Context: an optimization exercise on an open-source flow, tuned for small area, a short achievable clock period and few clock cycles. The choices shown serve that exercise and are no tape-out recipe.
In this exercise RTL edits were held to simulation tests only and were not proved equivalent to the original.

## flow/design.v

```verilog
module data_control #(
    parameter DATA_WIDTH = 12,
    parameter OUT_WIDTH = 8
)(
    input wire clk,
    input wire rst_n,
    input wire [DATA_WIDTH-1:0] y0,
    input wire done,
    input wire [DATA_WIDTH-1:0] key_out,
    input wire plaintext_valid,
    input wire [OUT_WIDTH-1:0] plaintext_in,  
    output wire [OUT_WIDTH-1:0] plaintext_out,
    output wire [DATA_WIDTH-1:0] data_key_out,
    output reg [1:0] instruction,
    output wire [DATA_WIDTH-1:0] key_in,
    output wire valid
);
    assign key_in = y0;
    assign valid = plaintext_valid && done;
    assign plaintext_out = valid ? plaintext_in : {OUT_WIDTH{1'b0}};
    assign data_key_out = valid ? key_out : {DATA_WIDTH{1'b0}};
    always @(posedge clk) begin
        if (!rst_n) begin
            instruction <= 2'b0;
        end else begin
            instruction <= 2'b01;
            if(valid)begin
                instruction <= 2'b10;
            end
        end
    end
endmodule
module keystream_control #(
    parameter DATA_WIDTH = 12
)(
    input wire clk,
    input wire rst_n,
    input wire done1, 
    input wire done2, 
    input wire done3,  
    input wire [1:0] instruction,
    input wire [DATA_WIDTH-1:0] k,
    input wire [DATA_WIDTH-1:0] key_in,
    input wire [DATA_WIDTH-1:0] logistic_key_out,
    output reg [1:0] order,
    output wire [DATA_WIDTH-1:0] tent50,
    output wire [DATA_WIDTH-1:0] tent,
    output reg flag1,
    output reg [DATA_WIDTH-1:0] key2,
    output reg flag2,
    output reg [DATA_WIDTH-1:0] key_out,    
    output reg done               
);
    localparam tent50_map = 2'b00,
           logistic_map = 2'b01,
           tent_map = 2'b10,
           final_flag = 2'b11;
    reg [1:0] state;
    assign tent50 = key_in;
    assign tent = logistic_key_out;
    always @(posedge clk) begin
        if (!rst_n) begin
            order <= 2'b0;
            flag1 <= 0;
            key2 <= 12'b0;
            flag2 <= 0;
            key_out <= 12'b0;
            done <= 0;
            state <= 2'b0;
        end else begin
            case (state)
                tent50_map: begin
                    if(instruction == 2'b01 && !done)begin  
                        flag1 <= 1;
                    end
                    if(done1 == 1)begin
                        state <= logistic_map;
                    end
                end
                logistic_map: begin
                    key2 <= k;  
                    order <= instruction;
                    if(done2 == 1)begin
                        state <= tent_map;
                    end
                end
                tent_map: begin
                    flag2 <= 1;
                    if(done3 == 1)begin
                        state <= final_flag;
                    end
                end
                final_flag: begin
                    if(done2 == 1)begin
                        key_out <= logistic_key_out;
                        done <= 1;
                        flag1 <= 0;
                        flag2 <= 0;
                        state <= tent50_map;  
                    end
                end
            endcase
        end
    end
endmodule
module logistic_map_core #(
    parameter DATA_WIDTH = 12
)(
    input wire clk,   
    input wire rst_n,                
    input wire start,                 
    input wire [DATA_WIDTH-1:0] key2,  
    input wire [DATA_WIDTH-1:0] key1,  
    input wire [DATA_WIDTH-1:0] mu,    
    input wire [1:0] precision_sel,   
    input wire [1:0] order,           
    output reg [DATA_WIDTH-1:0] keyout,  
    output reg done2                   
);
    reg [DATA_WIDTH-1:0] x_current;    
    reg [7:0] iter_count;   
    reg [1:0] state;                   
    wire [DATA_WIDTH-1:0] one_minus_x;
    wire [DATA_WIDTH*3-1:0] next_x;     
    assign one_minus_x = (1 << DATA_WIDTH) - x_current;  
    assign next_x = mu * x_current * one_minus_x;
    localparam IDLE = 2'b00,
               INIT = 2'b01,
               COMPUTE = 2'b10,
               DONE = 2'b11;
    always @(posedge clk) begin
        if (!rst_n) begin
                state <= IDLE;
                keyout <= 12'b0;
                done2 <= 0;
                x_current <= 12'b0;
                iter_count <= 6'b0;
            end else begin
                case (state)
                    IDLE: begin
                        if (start) begin
                            state <= INIT;
                            done2 <= 0;
                        end
                    end
                    INIT: begin
                        x_current <= key1;  
                        iter_count <= 0;
                        state <= COMPUTE;
                    end
                    COMPUTE: begin
                        if (iter_count < key2) begin
                            x_current <= (next_x[DATA_WIDTH*3-4:DATA_WIDTH*2-4] == 0) ?	
                                            {{DATA_WIDTH-1{1'b0}}, {1'b1}} :
                                            next_x[DATA_WIDTH*3-4:DATA_WIDTH*2-4];  
                            iter_count <= iter_count + 1;
                        end else begin
                            keyout <= next_x[DATA_WIDTH*3-1:DATA_WIDTH*2];
                            state <= DONE;
                        end
                    end
                    DONE: begin
                            state <= IDLE;
                            done2 <= 1;
                    end
                endcase
            end
    end
endmodule
module parameter_extraction #(
    parameter DATA_WIDTH = 8,
    parameter OUT_WIDTH = 12
)(
    input wire clk,
    input wire rst_n,
    input wire [DATA_WIDTH*4+1:0] key,  
    input wire [DATA_WIDTH-1:0] plaintext_in, 
    input wire key_valid_in,
    input wire plaintext_valid_in,
    output reg [1:0] precision_sel,
    output reg plaintext_valid_out,
    output reg [DATA_WIDTH-1:0] plaintext_out,
    output reg [OUT_WIDTH-1:0] mu, alpha, y0, k,
    output reg key_valid_out
);
    reg [OUT_WIDTH-1:0] temp;
    always @(posedge clk or negedge rst_n) begin
        if (!rst_n) begin
            key_valid_out <= 0;
            plaintext_valid_out <= 0;
            plaintext_out <= {DATA_WIDTH{1'b0}};  
            mu <= {OUT_WIDTH{1'b0}};             
            alpha <= {OUT_WIDTH{1'b0}};          
            y0 <= {OUT_WIDTH{1'b0}};             
            k <= {OUT_WIDTH{1'b0}};              
            precision_sel <= 2'b00;
        end else begin
            if (key_valid_in) begin
                mu <= 12'h723 + temp;  
                alpha <= 12'b001100110011 + {{(OUT_WIDTH-DATA_WIDTH){1'b0}}, key[2*DATA_WIDTH-1:DATA_WIDTH]};  
                y0 <= {key[3*DATA_WIDTH-1:2*DATA_WIDTH], {(OUT_WIDTH-DATA_WIDTH){1'b0}}};  
                k <= {{(OUT_WIDTH-DATA_WIDTH){1'b0}}, key[4*DATA_WIDTH-1:3*DATA_WIDTH]};
                precision_sel <= key[4*DATA_WIDTH+1:4*DATA_WIDTH];
                key_valid_out <= 1;
            end else begin
                key_valid_out <= 0;
            end
            if (plaintext_valid_in) begin
                plaintext_out[DATA_WIDTH-1:0] <= plaintext_in[DATA_WIDTH-1:0];
                plaintext_valid_out <= 1;
            end else begin
                plaintext_valid_out <= 0;
            end         
            if (y0 == {OUT_WIDTH{1'b0}}) begin
                y0 <= {{(OUT_WIDTH-1){1'b0}}, 1'b1};  
            end
            if ({{(OUT_WIDTH-DATA_WIDTH){1'b0}}, key[DATA_WIDTH-1:0]} > 12'hdc) begin
                temp <= 12'hdc;
            end else begin
                temp <= {{(OUT_WIDTH-DATA_WIDTH){1'b0}}, key[DATA_WIDTH-1:0]};
            end
            if (alpha == {OUT_WIDTH{1'b0}}) begin
                alpha <= {{(OUT_WIDTH-1){1'b0}}, 1'b1};  
            end   
        end
    end
endmodule
module tent50_map_core #(
    parameter DATA_WIDTH = 12
)(
    input wire clk,
    input wire rst_n,
    input wire flag1,
    input wire [DATA_WIDTH-1:0] tent50,
    input wire [DATA_WIDTH-1:0] alpha,
    input wire [1:0] precision_sel,
    output reg [DATA_WIDTH-1:0] key1,
    output reg done1
);
    reg start;
    reg [DATA_WIDTH-1:0] y_current;
    reg [5:0] iter_count;  
    wire [DATA_WIDTH-1:0] one_minus_y, one_minus_alpha, div1, div2;
    wire [DATA_WIDTH-1:0] y_nxt;
    assign y_nxt = (y_current == alpha) ? {~y_current[DATA_WIDTH-1:DATA_WIDTH-2], y_current[DATA_WIDTH-3:2], ~y_current[1:0]} : y_current;
    assign one_minus_y = ~y_nxt + 1;
    assign one_minus_alpha = ~alpha + 1;
    assign div1 = {y_nxt, {(DATA_WIDTH){1'b0}}} / alpha;
    assign div2 = {one_minus_y, {(DATA_WIDTH){1'b0}}} / one_minus_alpha;
    always @(posedge clk) begin
        if (!rst_n) begin
            start <= 0;
            y_current <= 12'b0;
            key1 <= 12'b0;
            done1 <= 0;
            iter_count <= 6'b0;
        end else begin
            if (!flag1) begin
                key1 <= 0;
                y_current <= 0;
                iter_count <= 0;
                done1 <= 0;
                start <= 0;
            end else if(iter_count == 0 && start == 0)begin
                y_current <= tent50;
                start <= 1;
                done1 <= 0;
            end else if (iter_count < 50) begin
                y_current <= (y_nxt < alpha) ? div1 : div2;
                iter_count <= iter_count + 1;
                done1 <= 0;
            end else begin
                key1 <= y_current;
                done1 <= 1;
            end
        end
    end
endmodule
module tent_map_core #(
    parameter DATA_WIDTH = 12
)(
    input wire clk,
    input wire rst_n,
    input wire flag2,
    input wire [DATA_WIDTH-1:0] tent,
    input wire [DATA_WIDTH-1:0] alpha,
    input wire [1:0] precision_sel,
    output reg [DATA_WIDTH-1:0] key3,
    output reg done3
);
    reg start;
    reg [DATA_WIDTH-1:0] y_current;
    wire [DATA_WIDTH-1:0] one_minus_y, one_minus_alpha, div1, div2;
    assign one_minus_y = ~y_current + 1;
    assign one_minus_alpha = ~alpha + 1;
    assign div1 = {y_current, {(DATA_WIDTH){1'b0}}} / alpha;
    assign div2 = {one_minus_y, {(DATA_WIDTH){1'b0}}} / one_minus_alpha;
    always @(posedge clk) begin
        if (!rst_n) begin
            start <= 0;
            y_current <= 12'b0;
            key3 <= 12'b0;
            done3 <= 0;
        end else begin
            if (!flag2) begin
                key3 <= 0;
                y_current <= 0;
                done3 <= 0;
                start <= 0;
            end else if(start == 0)begin
                y_current <= tent;
                start <= 1;
                done3 <= 0;
            end else begin
                key3 <= (y_current < alpha) ? div1 : div2;
                done3 <= 1;
            end
        end
    end
endmodule
module xor_module #(
    parameter DATA_WIDTH = 12,
    parameter OUT_WIDTH = 8
)(
    input wire clk,
    input wire rst_n,
    input wire [OUT_WIDTH-1:0] plaintext,
    input wire [DATA_WIDTH-1:0] key_out,
    input wire valid,
    output reg [OUT_WIDTH-1:0] ciphertext,
    output reg ciphertext_valid
);
    wire [DATA_WIDTH-1:0] binary_seq;
    always @(posedge clk or negedge rst_n) begin
        if (!rst_n) begin
            ciphertext <= 0;
            ciphertext_valid <= 0;
        end else if (valid) begin
            ciphertext <= plaintext ^ key_out[OUT_WIDTH-1:0];
            ciphertext_valid <= 1'b1;
        end else begin
            ciphertext <= 0;
            ciphertext_valid <= 1'b0;
        end
    end
endmodule
module random_sequence_generator #(
    parameter DATA_WIDTH = 12
)(
    input wire clk,
    input wire rst_n,
    input wire [DATA_WIDTH-1:0] mu, alpha, key_in,k,
    input wire [1:0] instruction,
    input wire [1:0] precision_sel,
    output reg [DATA_WIDTH-1:0] key_out,
    output reg done
);
    wire [1:0] order;
    wire [DATA_WIDTH-1:0] logistic_key_out, keystream_key_out, tent50, tent, key1, key2, key3;  
    wire keystream_done;  
    tent50_map_core tent50_core (
        .clk(clk),
        .rst_n(rst_n),
        .flag1(flag1),  
        .tent50(tent50),
        .alpha(alpha),
        .precision_sel(precision_sel),
        .key1(key1),
        .done1(done1)
    );
    logistic_map_core logistic_core(
        .clk(clk),
        .rst_n(rst_n),
        .start(done1),
        .key2(key2),
        .key1(key1),
        .mu(mu),
        .precision_sel(precision_sel),
        .order(order),
        .keyout(logistic_key_out),
        .done2(done2)
    );
    tent_map_core tent_core(
        .clk(clk),
        .rst_n(rst_n),
        .flag2(flag2),  
        .tent(tent),
        .alpha(alpha),
        .precision_sel(precision_sel),
        .key3(key3),
        .done3(done3)
    );
    keystream_control keystream (
        .clk(clk), .rst_n(rst_n), .done1(done1), .done2(done2), .done3(done3),
        .instruction(instruction), .k(k), .key_in(key_in), .logistic_key_out(logistic_key_out),
        .order(order), .tent50(tent50), .tent(tent), .flag1(flag1), .key2(key2),
        .flag2(flag2), .key_out(keystream_key_out), .done(keystream_done)
    );
    always @(posedge clk) begin
        if (!rst_n) begin
            key_out <= 12'b0;
            done <= 0;
        end else begin
            key_out <= keystream_key_out;
            done <= keystream_done;
        end
    end
endmodule
module hybrid_chaotic_encryption #(
    parameter INPUT_WIDTH = 8,  
    parameter DATA_WIDTH = 12
)(
    input wire clk,
    input wire rst_n,
    input wire [INPUT_WIDTH-1:0] plaintext,
    input wire key_valid_in,
    input wire plaintext_valid_in,
    input wire [INPUT_WIDTH * 4 + 1:0] key,  
    output wire [INPUT_WIDTH-1:0] ciphertext,
    output wire ciphertext_valid
);
    wire [1:0] precision_sel, instruction;
    wire [INPUT_WIDTH-1:0] plaintext_in, plaintext_out;
    wire [DATA_WIDTH-1:0] mu, alpha, y0, k, key_in_out, key_out, data_key_out;
    parameter_extraction #(
        .DATA_WIDTH(INPUT_WIDTH),
        .OUT_WIDTH(DATA_WIDTH)
    ) para_extract 
    (
        .clk(clk), .rst_n(rst_n), .key(key), .plaintext_in(plaintext),
        .key_valid_in(key_valid_in), .plaintext_valid_in(plaintext_valid_in),
        .precision_sel(precision_sel), .plaintext_valid_out(plaintext_valid_out),
        .plaintext_out(plaintext_in), .mu(mu), .alpha(alpha),
        .y0(y0), .k(k), .key_valid_out(key_valid_out)
    );
    data_control #(
        .DATA_WIDTH(DATA_WIDTH)
    )  data_ctrl (
        .clk(clk),
        .rst_n(rst_n),
        .y0(y0),
        .done(done),
        .key_out(key_out),
        .plaintext_valid(plaintext_valid_out),
        .plaintext_in(plaintext_in),
        .plaintext_out(plaintext_out),
        .data_key_out(data_key_out),
        .instruction(instruction),
        .key_in(key_in_out),
        .valid(valid)
    );
    random_sequence_generator #(
        .DATA_WIDTH(DATA_WIDTH)
    )   ran_seq_gen (
        .clk(clk),
        .rst_n(rst_n),
        .mu(mu),
        .alpha(alpha),
        .key_in(key_in_out),
        .k(k),
        .instruction(instruction),
        .precision_sel(precision_sel),
        .key_out(key_out),
        .done(done)
    );
    xor_module #(
        .DATA_WIDTH(DATA_WIDTH)
    )   xor_mod (
        .clk(clk),
        .rst_n(rst_n),
        .plaintext(plaintext_out),
        .key_out(data_key_out),
        .valid(valid),
        .ciphertext(ciphertext),
        .ciphertext_valid(ciphertext_valid)
    );
endmodule
```

## flow/run.sh

```bash
#!/bin/bash
# synth_recipe.tcl (not shown) runs the flow's synth.tcl, then flattens the netlist and writes it again
# the make line also repeats each setting of config.mk as NAME=value (left out here)
make -C /OpenROAD-flow-scripts/flow DESIGN_CONFIG=/design/flow/config.mk WORK_HOME=/design/flow/orfs CLKGATE_MAP_FILE= SYNTH_SCRIPT=/design/flow/synth_recipe.tcl finish
```

## flow/config.mk

```make
export PLATFORM = sky130hd
export DESIGN_NAME = hybrid_chaotic_encryption
export DESIGN_NICKNAME = hybrid_chaotic_encryption
export VERILOG_FILES = /design/flow/design.v
export SDC_FILE = /design/flow/constraint.sdc
export NUM_CORES = 4
export LEC_CHECK = 0
export CAP_MARGIN = 20
export CORE_MARGIN = 2
export CORE_UTILIZATION = 40
export SLEW_MARGIN = 20
```

## flow/constraint.sdc

```tcl
create_clock -name core_clock -period 60.0 [get_ports {clk}]
set_input_delay 12.0000 -clock core_clock [delete_from_list [all_inputs] [get_ports {clk}]]
set_output_delay 12.0000 -clock core_clock [all_outputs]
set_load 0.01 [all_outputs]
```

==> results by group <==
Die
  • Ports: 55
  • Chip width: 348 um
  • Die Y: approximately 350 um
  • Core Box Area: 118000 um^2
  • Total die area: 121000 um^2
  • Starting Density: 40.2%
  • Number of core rows: about 130

STA
  • Fin crit share: 92.8%
  • F_max: approximately 18 MHz
  • Worst clock skew: 0.0117 ns
  • Endpoints failing hold: 0
  • Final period demand of the worst path: 55.69 ns
  • Setup violators final: 0
  • Measured slew at the worst slew-check pin: 1.04 ns
  • Slew margin rel.: between 30% and 40%
  • Hold WS: 0.437 ns
  • Setup_tns: 0 ns
  • Max Slew Vio Count: 0

Final layout
  • Share of cells above drive strength 1: 11.0%
  • Cell Count, Final, Fillers Out: ~7900
  • Nets: 7225
  • P&R area growth vs syn: 9.23%
  • N_diodes: 0
  • Final-layout fill cell count: 11900

Synthesis
  • Syn avg cell area: around 7.7 um^2
  • Distinct cell type count after synthesis: 150
  • Post-synth EDFFs: 8
  • Ys flop type: dfxtp_1
  • Mapped Area: about 47000 um^2
  • Register area share after synthesis: 7.67%
  • Synthesis Warnings: 17
  • Synthesized net count: a little over 7000
  • Number of synthesized register bits: 163
  • Mapped Cells: 6188
  • Async SR Flop Fraction: around 36%

Place
  • GP Congestion: 0.883
  • DP Wirelength: 110 mm
  • Port Buf Inserts: 52
  • Placed Instances: about 7800

CTS
  • Total CTS buffers: 17
  • CTS sink cnt: 163
  • Htree depth: 4
  • Bufs on Longest Clock Path: 2
  • Worst-Skew Late Latency: 0.48 ns
  • CTS tree: done
  • CTS root buf: clkbuf_16
  • Clock-pin slew on the worst setup and hold paths: 0.07 ns

GRT
  • Initial antenna violation count: 0
  • First-pass GRT wire length: 226 mm
  • Total GRT Usage: 22.4%
  • Vias in the first global route: ~44000
  • Largest net degree at the start of global routing: 68
  • GRT Residual Overflow: 0

Route
  • Wirelength per Cell: 17.5 um
  • Post-route ant nets: 0
  • # DRC: 0
  • Vias: 44800
  • Final wirelength: between 100 and 150 mm
  • Drt first pass iters: 6
  • Via/cell ratio: around 5.7
  • Starting DRC count in detailed routing: 2676

Outcome
  • Status: finished clean

Setup path
  • CP required: 60.36 ns
  • Crit-path max cell delay: 0.67 ns
  • Worst R2R Path Depth: 264
  • Crit end category: register
  • WS Path Type: reg -> reg
  • R2r startpoint: ran_seq_gen.tent50_core.y_current[4]$_SDFFE_PN0N_
  • CP arrival: between 50 and 60 ns
  • Reg-to-reg slack, setup: approximately 4.3 ns
  • Worst setup SP type: register
  • Crit path from: ran_seq_gen.tent50_core.y_current[4]$_SDFFE_PN0N_
  • Worst-path fanout max: 16
  • Cell mode on critical path: a21o_1
  • R2r endpoint: ran_seq_gen.tent50_core.y_current[0]$_SDFFE_PN0N_
  • Slowest cell on the critical path: dfxtp_1

Job
  • Max-capacitance violation count: 0

Worst hold path
  • Hold path endpoint: ran_seq_gen.key_out[1]$_SDFF_PN0_
  • Hold Path Depth: 2
  • Hold Startpoint: ran_seq_gen.keystream.key_out[1]$_SDFFE_PN0P_
  • Worst hold-check path type: reg -> reg
[metal layers]
| metal | vias up | global-route usage (%) | routed length, um |
|---|---|---|---|
| li1 | 22200 | - | - |
| met1 | 21600 | 30.1 | 64000 |
| met2 | 919 | 38.7 | 65100 |
| met3 | 148 | 1.94 | 5490 |
| met4 | 0 | 5.24 | 2810 |
| met5 | - | 0 | 0 |
[logic make-up after synthesis]
group                      share of synthesized area (%)
AOI/OAI and AO/OA                                   23.7
xor gates and xnor gates                            6.43
adders and majority gates                           28.2
buffers and inverters                               6.12
DFF                                                 7.67
muxes                                               4.75
and+or+nand+nor                                     23.2
[metrics by stage]
stage          setup slack (ns)  utilization [%]  cell area (um^2)
2_1_floorplan              3.44                -             47400
3_3_place_gp               1.69             43.0             50700
3_5_place_dp               1.20             43.0             50700
4_1_cts                   0.816             43.5             51300
5_1_grt                  -0.151             44.0             51800
6_report                   4.31             44.0             51800
[flip-flops by register name, summed over array words and instances, names as in the netlist, 6 cells and up]
register                              cells
para_extract.plaintext_out                8
ran_seq_gen.keystream.key2                8
para_extract.alpha                       11
para_extract.mu                          12
para_extract.k                            8
ran_seq_gen.tent50_core.y_current        12
para_extract.y0                           9
ran_seq_gen.logistic_core.iter_count      8
ran_seq_gen.tent50_core.key1             12
ran_seq_gen.logistic_core.x_current      12
ran_seq_gen.tent50_core.iter_count        6
para_extract.temp                         8
ran_seq_gen.logistic_core.keyout          8
ran_seq_gen.keystream.key_out             8
ran_seq_gen.key_out                       8
xor_mod.ciphertext                        8
[cell usage in the layout, fill, tap and decap left out, drive strengths merged, types with 45 or more instances in the layout]
cell type	count
a21boi	56
a21o	196
a21oi	357
a31oi	72
and2	186
and3	47
buf	251
clkdlybuf4s50	50
dfrtp	58
dfxtp	97
fa	318
ha	558
inv	521
mux2	133
mux2i	75
nand2	746
nand2b	103
nand3	107
nand4	55
nor2	524
nor2b	69
nor3	156
o211ai	64
o21a	119
o21ai	330
o21bai	45
o31ai	96
or3	46
xnor2	226
xor2	121
[area by class of cell]
type	count	area (um^2)	area share [%]
Clock buffer	17	425	0.822
Tap cell	1536	1920	3.71
Timing Repair Buffer	301	2380	4.60
Multi-Input combinational cell	5305	41300	79.8
Sequential cell	163	3640	7.03
Inverter	515	1940	3.74
Clock inverter	15	163	0.314
[worst max-delay path, delay by kind of cell (launching register included)]
family / cells / cell delay, ns
fa+ha+maj: 26 / 8.12
flops: 1 / 0.67
compound gates: 145 / 28.79
simple gates: 71 / 12.53
mux: 11 / 3.45
buf+inv: 11 / 1.85
[synthesized netlist by cell type, drive strengths merged (22+ instances only)]
library cell  count  area [um^2]
or3              46          295
nand2           746         2810
o21ai           330         1680
nor3            156          822
a21oi           356         1790
a211oi           39          303
mux2            133         1500
a21boi           56          420
nor2b            69          434
and2            186         1170
nand2b          103          644
clkbuf          170          709
nand4            55          344
dfxtp            97         1940
nor4             44          412
a22oi            22          175
o31ai            96          769
xnor2           226         1990
a21o            196         1480
ha              558         6980
fa              318         6370
nand3           107          583
mux2i            75          751
buf              36          254
and3             47          299
o21a            119          895
inv             510         1910
or2              44          275
a31oi            72          457
o211ai           64          515
nor2            524         1990
xor2            121         1060
o21bai           45          338
or4              24          204
dfrtp            58         1450
[timing repair]
| action | CTS | global route |
|---|---|---|
| gates resized for setup | 0 | 87 |
| setup buffers | 0 | 24 |
| endpoints found under the setup margin | 0 | 2 |
| endpoints found under the hold margin | 0 | 0 |
| hold buffers | 0 | 0 |
[worst max path at each step]
| stage | end | slack [ns] | depth (start not counted) |
|---|---|---|---|
| detailed placement | ran_seq_gen.tent50_core.y_current[0]$_SDFFE_PN0N_ | 1.20 | 281 |
| floorplan | ran_seq_gen.tent50_core.y_current[0]$_SDFFE_PN0N_ | 3.44 | 291 |
| CTS | ran_seq_gen.tent50_core.y_current[0]$_SDFFE_PN0N_ | 0.82 | 282 |
| global route | ran_seq_gen.tent50_core.y_current[0]$_SDFFE_PN0N_ | -0.15 | 290 |
| global placement | ran_seq_gen.tent50_core.y_current[0]$_SDFFE_PN0N_ | 1.69 | 286 |
| finish | ran_seq_gen.tent50_core.y_current[0]$_SDFFE_PN0N_ | 4.31 | 264 |
Testbench counts, summed over its fixed seeds: cycles 163,366.

[afterwards: timing with drivers on the ports]
In the flow no input, the clock included, has a driving cell. The finished layout below was timed again as built, in two steps.
Step 1 assumes that a clkbuf_16 drives the clock port and a buf_2 every other input.
Step 2 times the ports against the registers' clock, not the clock port: input delays grow and output delays shrink by t, the midpoint of the rising clock arrivals with the driver on.
Slacks: no drivers / after step 1 / after step 2; pairs: no drivers / after step 1.
shift t [ns]: 0.539
slack for setup (ns): 4.311 / 4.311 / 4.311
worst register clock-pin slew, ns: 0.08 / 0.08
After both steps setup and hold are still met in this run. The setup slack of this run moves by 0.000 ns with the drivers and by 0.000 ns with both steps.
